This is an optimization exercise on Yosys and OpenROAD, whose aim is small area and a short achievable clock period, not a production implementation. The RTL was checked by simulation tests, not by an equivalence proof against the original design.

==> module top_pip, before the edit <==
module top_pip(input [15:0] X,Y,
input [3:0] sn_1,
input clk,
input reset,
input [15:0] theta_in,
output reg [3:0] sn_op,
output reg [15:0] theta_op,
output reg [15:0] Xo,Yo);
wire [14:0] t = theta_in[14:0];
reg  [3:0]  s_c;
reg  [14:0] th_fin;
integer j;
always @* begin
    s_c = 4'd15;
    for (j = 1; j <= 13; j = j + 1)
        if (t[j]) s_c = 15 - j;
    if (t[14]) s_c = 4'd2;
end
always @* begin
    for (j = 0; j <= 12; j = j + 1)
        th_fin[j] = t[j] & ~(t[j+1] & ~|(t >> (j+2)));
    th_fin[13] = t[13];
    th_fin[14] = 1'b0;
    if (t[14]) th_fin = {3'b010, t[11:0]};
end
wire [3:0] p_c = {s_c[2:0], 1'b0} + s_c + 4'd2;    
wire [3:0] s_1 = theta_in[15] ? 4'd15 : s_c;
wire [3:0] p_1 = theta_in[15] ? 4'd15 : p_c;        
wire [15:0] xo_w [1:10];
wire [15:0] yo_w [1:10];
rot1 r1 (.xn(X), .yn(Y), .i(sn_1), .xo(xo_w[1]), .yo(yo_w[1]));
reg [15:0] x2r, y2r;
reg [11:0] th2r;
reg [3:0]  i2r, p2r, c2r, q2r;    
always @(posedge clk) begin
    x2r <= xo_w[1]; y2r <= yo_w[1];
    th2r <= th_fin[11:0];
    i2r <= s_1; p2r <= p_1;
    c2r <= s_c; q2r <= p_c;
end
rot r2 (.xn(x2r), .yn(y2r), .i(i2r), .op2(p2r), .xo(xo_w[2]), .yo(yo_w[2]));
wire [11:0] th_w [2:10];
wire [3:0]  i_w  [2:10];
wire [3:0]  p_w  [2:10];
assign th_w[2] = th2r;
assign i_w[2]  = c2r;
assign p_w[2]  = q2r;
genvar k;
generate
    for (k = 3; k <= 10; k = k + 1) begin : st
        reg [15:0] xr, yr;
        reg [11:0] thr;
        reg [3:0]  ir, pr;
        always @(posedge clk) begin
            xr  <= xo_w[k-1];
            yr  <= yo_w[k-1];
            thr <= th_w[k-1];
            ir  <= i_w[k-1];
            pr  <= p_w[k-1];
        end
        rot rk (.xn(xr), .yn(yr), .i(ir), .op2(pr), .xo(xo_w[k]), .yo(yo_w[k]));
        assign th_w[k] = thr;
        assign i_w[k]  = ir;
        assign p_w[k]  = pr;
    end
endgenerate
always @(posedge clk) begin
    if (reset) begin
        Xo <= 0;
        Yo <= 0;
        sn_op <= 0;
        theta_op <= 0;
    end else begin
        Xo <= xo_w[10];
        Yo <= yo_w[10];
        sn_op <= i_w[10];
        theta_op <= {2'b00, i_w[10] == 4'd2, i_w[10] == 4'd3, th_w[10]};
    end
end
endmodule
==> module rot1, before the edit <==
module rot1(input [15:0] xn, yn,
            input [3:0] i,
            output [15:0] xo, yo);
wire [3:0] op2 = {i[2:0], 1'b0} + i + 4'd2;    
wire [15:0] x1, y1, x2, y2, xi, yi;
assign x1 = {1'b0, xn[15:1]} >> {i[2:0], 1'b0};
assign y1 = {1'b0, yn[15:1]} >> {i[2:0], 1'b0};
shr16 sx2 (.a(xn), .s(op2), .y(x2));
shr16 sy2 (.a(yn), .s(op2), .y(y2));
shr16 sxi (.a(xn), .s(i),   .y(xi));
shr16 syi (.a(yn), .s(i),   .y(yi));
add4 ax (.a(xn), .b(x1), .c(y2), .d(yi), .y(xo));
add4 ay (.a(yn), .b(y1), .c(x2), .d(xi), .y(yo));
endmodule
==> module rot, before the edit <==
module rot(input [15:0] xn, yn,
           input [3:0] i, op2,
           output [15:0] xo, yo);
wire [3:0] u = i - 4'd2;                        
wire [15:0] x1 = {1'b0, xn[15:1]} >> {i[2:0], 1'b0};
wire [15:0] y1 = {1'b0, yn[15:1]} >> {i[2:0], 1'b0};
wire [15:0] x2, y2, xi, yi;
shr16 sx2 (.a(xn), .s(op2), .y(x2));
shr16 sy2 (.a(yn), .s(op2), .y(y2));
shr16 sxi (.a({2'b0, xn[15:2]}), .s(u), .y(xi));
shr16 syi (.a({2'b0, yn[15:2]}), .s(u), .y(yi));
add4 ax (.a(xn), .b(x1), .c(y2), .d(yi), .y(xo));
add4 ay (.a(yn), .b(y1), .c(x2), .d(xi), .y(yo));
endmodule
Settings: LEC_CHECK=0, ABC_AREA=1, CAP_MARGIN=20, CORE_MARGIN=2, CORE_UTILIZATION=40, SLEW_MARGIN=20; clock period 5.5 ns.
standard.sh (not shown) runs the stock make flow with config.mk's settings and CLKGATE_MAP_FILE= SYNTH_SCRIPT=/design/flow/synth_recipe.tcl, a recipe that flattens the netlist after the stock synthesis.
==> flow/flow/run.sh <==
#!/bin/bash
# The standard layout, with two synthesis options changed:
#  - Yosys's generic synthesis runs without its quick ABC pass
#    (SYNTH_ARGS=-noabc), so the full adders are extracted from the unmapped
#    logic and need no polarity-fixing inverters;
#  - the carry-propagate adders use Yosys's own Brent-Kung carry-lookahead
#    instead of the Kogge-Stone extra map (SYNTH_OPERATIONS_ARGS holds only
#    -nofsm, which the standard flow's synthesis passes anyway).
# Everything else, including the final ABC mapping, is the standard flow.
set -euo pipefail
bash standard.sh SYNTH_ARGS=-noabc SYNTH_OPERATIONS_ARGS=-nofsm finish > orfs_make.log 2>&1
Then changed:
--- a/flow/design.v
+++ b/flow/design.v
@@ -22,47 +22,41 @@
     th_fin[13] = t[13];
     th_fin[14] = 1'b0;
     if (t[14]) th_fin = {3'b010, t[11:0]};
 end
-wire [3:0] p_c = {s_c[2:0], 1'b0} + s_c + 4'd2;    
 wire [3:0] s_1 = theta_in[15] ? 4'd15 : s_c;
-wire [3:0] p_1 = theta_in[15] ? 4'd15 : p_c;        
 wire [15:0] xo_w [1:10];
 wire [15:0] yo_w [1:10];
 rot1 r1 (.xn(X), .yn(Y), .i(sn_1), .xo(xo_w[1]), .yo(yo_w[1]));
 reg [15:0] x2r, y2r;
 reg [11:0] th2r;
-reg [3:0]  i2r, p2r, c2r, q2r;    
+reg [3:0]  i2r, c2r;    
 always @(posedge clk) begin
     x2r <= xo_w[1]; y2r <= yo_w[1];
     th2r <= th_fin[11:0];
-    i2r <= s_1; p2r <= p_1;
-    c2r <= s_c; q2r <= p_c;
+    i2r <= s_1;
+    c2r <= s_c;
 end
-rot r2 (.xn(x2r), .yn(y2r), .i(i2r), .op2(p2r), .xo(xo_w[2]), .yo(yo_w[2]));
+rot r2 (.xn(x2r), .yn(y2r), .i(i2r), .xo(xo_w[2]), .yo(yo_w[2]));
 wire [11:0] th_w [2:10];
 wire [3:0]  i_w  [2:10];
-wire [3:0]  p_w  [2:10];
 assign th_w[2] = th2r;
 assign i_w[2]  = c2r;
-assign p_w[2]  = q2r;
 genvar k;
 generate
     for (k = 3; k <= 10; k = k + 1) begin : st
         reg [15:0] xr, yr;
         reg [11:0] thr;
-        reg [3:0]  ir, pr;
+        reg [3:0]  ir;
         always @(posedge clk) begin
             xr  <= xo_w[k-1];
             yr  <= yo_w[k-1];
             thr <= th_w[k-1];
             ir  <= i_w[k-1];
-            pr  <= p_w[k-1];
         end
-        rot rk (.xn(xr), .yn(yr), .i(ir), .op2(pr), .xo(xo_w[k]), .yo(yo_w[k]));
+        rot rk (.xn(xr), .yn(yr), .i(ir), .xo(xo_w[k]), .yo(yo_w[k]));
         assign th_w[k] = thr;
         assign i_w[k]  = ir;
-        assign p_w[k]  = pr;
     end
 endgenerate
 always @(posedge clk) begin
     if (reset) begin
@@ -93,9 +87,17 @@
 endmodule
 module rot1(input [15:0] xn, yn,
             input [3:0] i,
             output [15:0] xo, yo);
-wire [3:0] op2 = {i[2:0], 1'b0} + i + 4'd2;    
+function [3:0] op2f(input [3:0] i);
+    case (i)
+        4'd0: op2f = 4'd2;   4'd1: op2f = 4'd5;   4'd2: op2f = 4'd8;   4'd3: op2f = 4'd11;
+        4'd4: op2f = 4'd14;  4'd5: op2f = 4'd1;   4'd6: op2f = 4'd4;   4'd7: op2f = 4'd7;
+        4'd8: op2f = 4'd10;  4'd9: op2f = 4'd13;  4'd10: op2f = 4'd0;  4'd11: op2f = 4'd3;
+        4'd12: op2f = 4'd6;  4'd13: op2f = 4'd9;  4'd14: op2f = 4'd12; default: op2f = 4'd15;
+    endcase
+endfunction
+wire [3:0] op2 = op2f(i);
 wire [15:0] x1, y1, x2, y2, xi, yi;
 assign x1 = {1'b0, xn[15:1]} >> {i[2:0], 1'b0};
 assign y1 = {1'b0, yn[15:1]} >> {i[2:0], 1'b0};
 shr16 sx2 (.a(xn), .s(op2), .y(x2));
@@ -105,10 +107,19 @@
 add4 ax (.a(xn), .b(x1), .c(y2), .d(yi), .y(xo));
 add4 ay (.a(yn), .b(y1), .c(x2), .d(xi), .y(yo));
 endmodule
 module rot(input [15:0] xn, yn,
-           input [3:0] i, op2,
+           input [3:0] i,
            output [15:0] xo, yo);
+function [3:0] op2f(input [3:0] i);
+    case (i)
+        4'd0: op2f = 4'd2;   4'd1: op2f = 4'd5;   4'd2: op2f = 4'd8;   4'd3: op2f = 4'd11;
+        4'd4: op2f = 4'd14;  4'd5: op2f = 4'd1;   4'd6: op2f = 4'd4;   4'd7: op2f = 4'd7;
+        4'd8: op2f = 4'd10;  4'd9: op2f = 4'd13;  4'd10: op2f = 4'd0;  4'd11: op2f = 4'd3;
+        4'd12: op2f = 4'd6;  4'd13: op2f = 4'd9;  4'd14: op2f = 4'd12; default: op2f = 4'd15;
+    endcase
+endfunction
+wire [3:0] op2 = op2f(i);
 wire [3:0] u = i - 4'd2;                        
 wire [15:0] x1 = {1'b0, xn[15:1]} >> {i[2:0], 1'b0};
 wire [15:0] y1 = {1'b0, yn[15:1]} >> {i[2:0], 1'b0};
 wire [15:0] x2, y2, xi, yi;
The new run finished with timing, DRC and antenna clean.
Final cell count is about the same.
First-iteration DRC count climbs by a little under a tenth.
Critical path depth goes down by 1.
Setup slack gets worse by 0.12 ns.
Core utilization rises by 0.88 points.
Sequential share of layout area came out lower by 0.17 points.
Design area climbs slightly.
Die area fell slightly.
Register-to-register slack gets worse by 0.28 ns.
Via count increases slightly.
Non-clock buffer count is higher by 110.

re-timing with driven ports:
The results above use ideal ports. As a check the final layouts listed here were re-extracted and re-timed, cells and wires unchanged.
Step 1 (the two cells are an assumption about what drives the block):
set clk [get_ports {clk}]
set_driving_cell -lib_cell sky130_fd_sc_hd__clkbuf_16 $clk
set_driving_cell -lib_cell sky130_fd_sc_hd__buf_2 [delete_from_list [all_inputs] $clk]
Step 2, shift: input delay + t, output delay - t, t = (earliest + latest rising clock arrival at the registers) / 2. This alone moves slack from input paths to output paths.
a / b / c = ideal / step 1 / step 2; a / b = the first two.
| run | t, ns | slack for setup (ns) | clock arrival spread, ns | worst register clock-pin slew, ns | worst slew at a driven data input, ns |
|---|---|---|---|---|---|
| the first run | 0.729 | 0.407 / 0.457 / -0.272 | 0.032 / 0.032 | 0.07 / 0.07 | 0.04 |
| the second run | 0.732 | 0.288 / 0.288 / -0.351 | 0.033 / 0.033 | 0.07 / 0.07 | 0.22 |
With both steps, setup timing fails in the first run and the second run, where it was met with ideal ports. For the first run, which loses most, drivers alone change the setup slack by +0.050 ns; drivers and shift together by -0.679 ns.
